This is an optimization exercise on Yosys and OpenROAD, whose aim is small area, not a production implementation. At most, simulation tests tie the RTL to the original design; equivalence was not proved. Power is estimated from default activity; no workload was simulated.

## old
==> flow/design.v (excerpt) <==
module MAC
    (
    input                                   clk     ,
    input                                   rst_n   ,
    output                                  MACMUX_Val,
    output reg [4    -1 : 0] MACMUX_Addr,
    output reg[ 32            -1 : 0] MACMUX_Psum,
    input                                   MUXMAC_Rdy,
    output                                  MACMUX_Empty,
    output                                  MACARB_ReqHelp,
    input                                   ARBMAC_Rst,
    input [ 2                       -1 : 0] PEBMAC_WeiCol,
    input [(
(8192*4*16*16/32) <= (1<<0) ? 0 : (8192*4*16*16/32) <= (1<<1) ? 1 :
(8192*4*16*16/32) <= (1<<2) ? 2 : (8192*4*16*16/32) <= (1<<3) ? 3 :
(8192*4*16*16/32) <= (1<<4) ? 4 : (8192*4*16*16/32) <= (1<<5) ? 5 :
(8192*4*16*16/32) <= (1<<6) ? 6 : (8192*4*16*16/32) <= (1<<7) ? 7 :
(8192*4*16*16/32) <= (1<<8) ? 8 : (8192*4*16*16/32) <= (1<<9) ? 9 :
(8192*4*16*16/32) <= (1<<10) ? 10 : (8192*4*16*16/32) <= (1<<11) ? 11 :
(8192*4*16*16/32) <= (1<<12) ? 12 : (8192*4*16*16/32) <= (1<<13) ? 13 :
(8192*4*16*16/32) <= (1<<14) ? 14 : (8192*4*16*16/32) <= (1<<15) ? 15 :
(8192*4*16*16/32) <= (1<<16) ? 16 : (8192*4*16*16/32) <= (1<<17) ? 17 :
(8192*4*16*16/32) <= (1<<18) ? 18 : (8192*4*16*16/32) <= (1<<19) ? 19 :
(8192*4*16*16/32) <= (1<<20) ? 20 : (8192*4*16*16/32) <= (1<<21) ? 21 :
(8192*4*16*16/32) <= (1<<22) ? 22 : (8192*4*16*16/32) <= (1<<23) ? 23 :
(8192*4*16*16/32) <= (1<<24) ? 24 : (8192*4*16*16/32) <= (1<<25) ? 25 :
(8192*4*16*16/32) <= (1<<26) ? 26 : (8192*4*16*16/32) <= (1<<27) ? 27 :
(8192*4*16*16/32) <= (1<<28) ? 28 : (8192*4*16*16/32) <= (1<<29) ? 29 :
  ...
Size in the first run: about 1,300 cells after synthesis, about 260 I/O pins.
==> flow/config.mk <==
export PLATFORM = sky130hd
export DESIGN_NAME = MAC
export DESIGN_NICKNAME = MAC
export VERILOG_FILES = /design/flow/design.v
export SDC_FILE = /design/flow/constraint.sdc
export NUM_CORES = 4
export LEC_CHECK = 0
export ABC_AREA = 1
export CAP_MARGIN = 20
export CORE_MARGIN = 2
export CORE_UTILIZATION = 40
export CTS_BUF_LIST = sky130_fd_sc_hd__clkbuf_8
export PLACE_DENSITY = 0.6
export SLEW_MARGIN = 20
export SYNTH_HIERARCHICAL = 1
export SYNTH_MINIMUM_KEEP_SIZE = 0
==> flow/constraint.sdc <==
create_clock -name core_clock -period 9.0 [get_ports {clk}]
set_input_delay 1.8000 -clock core_clock [delete_from_list [all_inputs] [get_ports {clk}]]
set_output_delay 1.8000 -clock core_clock [all_outputs]
set_load 0.01 [all_outputs]
standard.sh (not shown) runs the stock make flow with config.mk's settings and CLKGATE_MAP_FILE= SYNTH_SCRIPT=/design/flow/synth_recipe.tcl, a recipe that flattens the netlist after the stock synthesis.
==> flow/flow/run.sh <==
#!/bin/bash
# Layout flow: the standard flow (standard.sh), with two changes.
# 1. After the standard synthesis, the combinational logic of the netlist is
#    mapped again by ABC for area (amap, twice). Registers, full and half adders and
#    tie cells are kept as they are (same instances, names and cell types).
#    The new netlist is proven equivalent to the standard one with Yosys
#    (equiv_make / equiv_simple / equiv_induct); if that proof fails the
#    standard netlist is kept.
# 2. Port buffers are buf_1 cells; clock tree: clkbuf_8, no dummy loads;
#    after synthesis the buffers buf_4 and larger are not used (smaller
#    buffers instead), on top of the platform's own dont-use list.
# Each tool writes its full output to a log_*.log file in this folder.
set -euo pipefail
export BUFFER_PORTS_ARGS="-buffer_cell sky130_fd_sc_hd__buf_1"
export CTS_ARGS="-sink_clustering_enable -repair_clock_nets -buf_list sky130_fd_sc_hd__clkbuf_8 -dont_use_dummy_load"
YOSYS=$FLOW_HOME/../tools/install/yosys/bin/yosys
R=orfs/results/$FLOW_PLATFORM/MAC/base
LIB=$FLOW_HOME/platforms/$FLOW_PLATFORM/lib/sky130_fd_sc_hd__tt_025C_1v80.lib

bash standard.sh synth > log_1_standard_synth.log 2>&1
cp $R/1_2_yosys.v flow_standard.v

KEEP=$(grep -o 'sky130_fd_sc_hd__\(fa\|ha\|df\|edf\|sdf\|dl\|conb\)[a-z0-9_]*' flow_standard.v | sort -u | tr '\n' ' ')
DONT=$(grep -o 'cell *( *"\?sky130_fd_sc_hd__\(lpflow\|probe\)[a-z0-9_]*' $LIB | sed 's/.*(\s*"\?//' | sort -u | sed 's/^/-dont_use /' | tr '\n' ' ')
printf 'strash\ndch -f\namap\nstrash\ndch -f\namap\n' > remap.abc
cat > remap.ys <<EOF
read_liberty -ignore_miss_func $LIB
read_verilog flow_standard.v
hierarchy -top $FLOW_TOP
setattr -mod -set keep_hierarchy 1 $KEEP
flatten
opt_clean
abc -liberty $LIB -script remap.abc $DONT
opt_clean -purge
hilomap -singleton -hicell sky130_fd_sc_hd__conb_1 HI -locell sky130_fd_sc_hd__conb_1 LO
insbuf -buf sky130_fd_sc_hd__buf_1 A X
splitnets
opt_clean -purge
stat -liberty $LIB
write_verilog -noattr -noexpr -nohex -nodec -selected flow_remap_all.v
EOF
$YOSYS -l log_2_remap.log -q -s remap.ys > /dev/null 2>&1
awk -v top="$FLOW_TOP" '$1=="module" && $2 ~ "^"top"[ (]*" {on=1} on {print} on && /^endmodule/ {on=0}' flow_remap_all.v > flow_remap.v

cat > equiv.ys <<EOF
read_liberty -ignore_miss_func $LIB
read_verilog flow_standard.v
rename $FLOW_TOP gold
read_verilog flow_remap.v
rename $FLOW_TOP gate
flatten gold gate
async2sync
opt_clean
equiv_make gold gate equiv
equiv_simple -undef
equiv_induct -undef
equiv_status -assert
EOF
if $YOSYS -l log_3_equiv.log -q -s equiv.ys > /dev/null 2>&1; then
  echo "remapped netlist proven equivalent; using it"
  cp flow_remap.v $R/1_2_yosys.v
else
  echo "equivalence proof failed; keeping the standard netlist"
fi
touch $R/1_2_yosys.v
bash standard.sh synth > log_4_synth_odb.log 2>&1
PLAT_DONT=$(sed -n '/^export DONT_USE_CELLS/,/^#/p' $FLOW_HOME/platforms/$FLOW_PLATFORM/config.mk | grep -o 'sky130_fd_sc_hd__[a-z0-9_]*' | tr '\n' ' ')
MORE="sky130_fd_sc_hd__buf_4 sky130_fd_sc_hd__buf_6 sky130_fd_sc_hd__buf_8 sky130_fd_sc_hd__buf_12 sky130_fd_sc_hd__buf_16 sky130_fd_sc_hd__bufbuf_8 sky130_fd_sc_hd__bufbuf_16"
bash standard.sh "DONT_USE_CELLS=$PLAT_DONT $MORE" finish > log_5_finish.log 2>&1
Here is what was changed in the inputs of new compared with old.
--- a/flow/design.v
+++ b/flow/design.v
@@ -714,34 +714,22 @@
 wire mc_212;
 wire mc_213;
 wire mc_214;
 wire mc_215;
 wire mc_216;
 wire mc_217;
 wire mc_218;
 wire mc_219;
 wire mc_220;
 wire mc_221;
 wire mc_222;
-wire mc_223;
-wire mc_224;
-wire mc_225;
-wire mc_226;
-wire mc_227;
-wire mc_228;
-wire mc_229;
-wire mc_230;
-wire mc_231;
-wire mc_232;
-wire mc_233;
-wire mc_234;
 assign mc_1 = a[0] & w[0];
 assign mc_2 = a[0] & w[1];
 assign mc_3 = a[0] & w[2];
 assign mc_4 = a[0] & w[3];
 assign mc_5 = a[0] & w[4];
 assign mc_6 = a[0] & w[5];
 assign mc_7 = a[0] & w[6];
 assign mc_8 = ~(a[0] & w[7]);
 assign mc_9 = a[1] & w[0];
 assign mc_10 = a[1] & w[1];
 assign mc_11 = a[1] & w[2];
@@ -858,47 +846,39 @@
 assign mc_177 = ~(p[15] ^ mc_176);
 assign mc_178 = p[15] | mc_176;
 ADDH mc_h56 (.a(mc_1), .b(p[0]), .s(mc_179), .co(mc_180));
 ADDH mc_h57 (.a(mc_65), .b(mc_180), .s(mc_181), .co(mc_182));
 ADDH mc_h58 (.a(mc_69), .b(mc_182), .s(mc_183), .co(mc_184));
 ADDH mc_h59 (.a(mc_75), .b(mc_184), .s(mc_185), .co(mc_186));
 ADDH mc_h60 (.a(mc_83), .b(mc_186), .s(mc_187), .co(mc_188));
 ADDH mc_h61 (.a(mc_93), .b(mc_188), .s(mc_189), .co(mc_190));
 ADDH mc_h62 (.a(mc_105), .b(mc_190), .s(mc_191), .co(mc_192));
 ADDH mc_h63 (.a(mc_119), .b(mc_192), .s(mc_193), .co(mc_194));
 ADDF mc_f64 (.a(mc_120), .b(mc_133), .c(mc_194), .s(mc_195), .co(mc_196));
-ADDH mc_h65 (.a(mc_134), .b(mc_145), .s(mc_197), .co(mc_198));
+ADDF mc_f65 (.a(mc_134), .b(mc_145), .c(mc_196), .s(mc_197), .co(mc_198));
 ADDF mc_f66 (.a(mc_146), .b(mc_155), .c(mc_198), .s(mc_199), .co(mc_200));
 ADDF mc_f67 (.a(mc_156), .b(mc_163), .c(mc_200), .s(mc_201), .co(mc_202));
 ADDF mc_f68 (.a(mc_164), .b(mc_169), .c(mc_202), .s(mc_203), .co(mc_204));
-ADDF mc_f69 (.a(mc_170), .b(mc_173), .c(mc_204), .s(mc_205), .co(mc_206));
+ADDH mc_h69 (.a(mc_170), .b(mc_173), .s(mc_205), .co(mc_206));
 ADDF mc_f70 (.a(mc_174), .b(mc_175), .c(mc_206), .s(mc_207), .co(mc_208));
 ADDH mc_h71 (.a(mc_177), .b(mc_208), .s(mc_209), .co(mc_210));
-assign mc_211 = ~(mc_134 ^ mc_145);
-assign mc_212 = mc_134 | mc_145;
-ADDF mc_f72 (.a(mc_146), .b(mc_155), .c(mc_212), .s(mc_213), .co(mc_214));
-ADDF mc_f73 (.a(mc_156), .b(mc_163), .c(mc_214), .s(mc_215), .co(mc_216));
-ADDF mc_f74 (.a(mc_164), .b(mc_169), .c(mc_216), .s(mc_217), .co(mc_218));
-ADDF mc_f75 (.a(mc_170), .b(mc_173), .c(mc_218), .s(mc_219), .co(mc_220));
-ADDF mc_f76 (.a(mc_174), .b(mc_175), .c(mc_220), .s(mc_221), .co(mc_222));
-ADDH mc_h77 (.a(mc_177), .b(mc_222), .s(mc_223), .co(mc_224));
-assign mc_225 = mc_196 ? mc_211 : mc_197;
-assign mc_226 = mc_196 ? mc_213 : mc_199;
-assign mc_227 = mc_196 ? mc_215 : mc_201;
-assign mc_228 = mc_196 ? mc_217 : mc_203;
-assign mc_229 = mc_196 ? mc_219 : mc_205;
-assign mc_230 = mc_196 ? mc_221 : mc_207;
-assign mc_231 = mc_196 ? mc_223 : mc_209;
-assign mc_232 = mc_196 ? mc_224 : mc_210;
-assign mc_233 = mc_178 & mc_232;
-assign mc_234 = ~(mc_178 | mc_232);
+assign mc_211 = ~(mc_170 ^ mc_173);
+assign mc_212 = mc_170 | mc_173;
+ADDF mc_f72 (.a(mc_174), .b(mc_175), .c(mc_212), .s(mc_213), .co(mc_214));
+ADDH mc_h73 (.a(mc_177), .b(mc_214), .s(mc_215), .co(mc_216));
+assign mc_217 = mc_204 ? mc_211 : mc_205;
+assign mc_218 = mc_204 ? mc_213 : mc_207;
+assign mc_219 = mc_204 ? mc_215 : mc_209;
+assign mc_220 = mc_204 ? mc_216 : mc_210;
+assign mc_221 = mc_178 & mc_220;
+assign mc_222 = ~(mc_178 | mc_220);
 wire [16:0] ones, zeros;
 assign ones[0] = 1'b1;
 assign zeros[0] = 1'b1;
 genvar k;
 generate for (k = 0; k < 16; k = k + 1) begin : g_hi
     assign ones[k+1]  = ones[k] & p[16+k];
     assign zeros[k+1] = zeros[k] & ~p[16+k];
-    assign y[16+k] = p[16+k] ^ ((mc_233 & ones[k]) | (mc_234 & zeros[k]));
+    assign y[16+k] = p[16+k] ^ ((mc_221 & ones[k]) | (mc_222 & zeros[k]));
 end endgenerate
-assign y[15:0] = {mc_231, mc_230, mc_229, mc_228, mc_227, mc_226, mc_225, mc_195, mc_193, mc_191, mc_189, mc_187, mc_185, mc_183, mc_181, mc_179};
+assign y[15:0] = {mc_219, mc_218, mc_217, mc_203, mc_201, mc_199, mc_197, mc_195, mc_193, mc_191, mc_189, mc_187, mc_185, mc_183, mc_181, mc_179};
 endmodule
[summary]
Higher area taken by multi-input logic gates was reported by new, not old. In the tables for old and new, net switching power reads higher with new. According to the power report, total power for new is higher than for old. old → new: relative contribution of the clock network to total power was more or less identical, switching part of the total power was more or less identical. Taking old as the reference point, the hold slack of new rises by 0.024 ns. Looking only at post-layout minimum cycle time, and setting everything else aside, the higher value of old and new goes to new. Although it ran to completion, new produced a layout that fails the final checks because of setup timing. The via count of the routed design in new sits 79 above the value recorded for old. Diff old and new: ratio of final minimum period to clock period higher in new. The setup slack of new is smaller than that of old. Changes observed in new relative to old: post-detailed-placement cell area saw an increase, post-placement cell count saw an increase, power in the clock group saw little to no change, cell-internal power saw an increase.
No functional check of the RTL was part of new.

-- re-timing with driven ports --
In the flow no input, the clock included, has a driving cell. The finished layouts below were timed again as built, in two steps.
Step 1 assumes that a clkbuf_16 drives the clock port and a buf_2 every other input.
Step 2 also shifts input and output timing later by t, the mid clock arrival at the registers, as if the neighbouring blocks saw the same clock.
a / b / c = no drivers / after step 1 / after step 2; a / b = the first two.
run	t, ns	slack for setup (ns)	worst setup path at the end	clock arrival spread, ns	slew at the worst register clock pin (ns)
old	0.501	0.469 / 0.494 / -0.007	input to register	0.032 / 0.032	0.10 / 0.10
new	0.493	-0.081 / -0.142 / -0.636	input to register	0.034 / 0.033	0.11 / 0.11
Met with ideal ports but missed after step 2: setup timing in old. For new, which loses most, drivers alone change the setup slack by -0.061 ns; drivers and shift together by -0.555 ns.
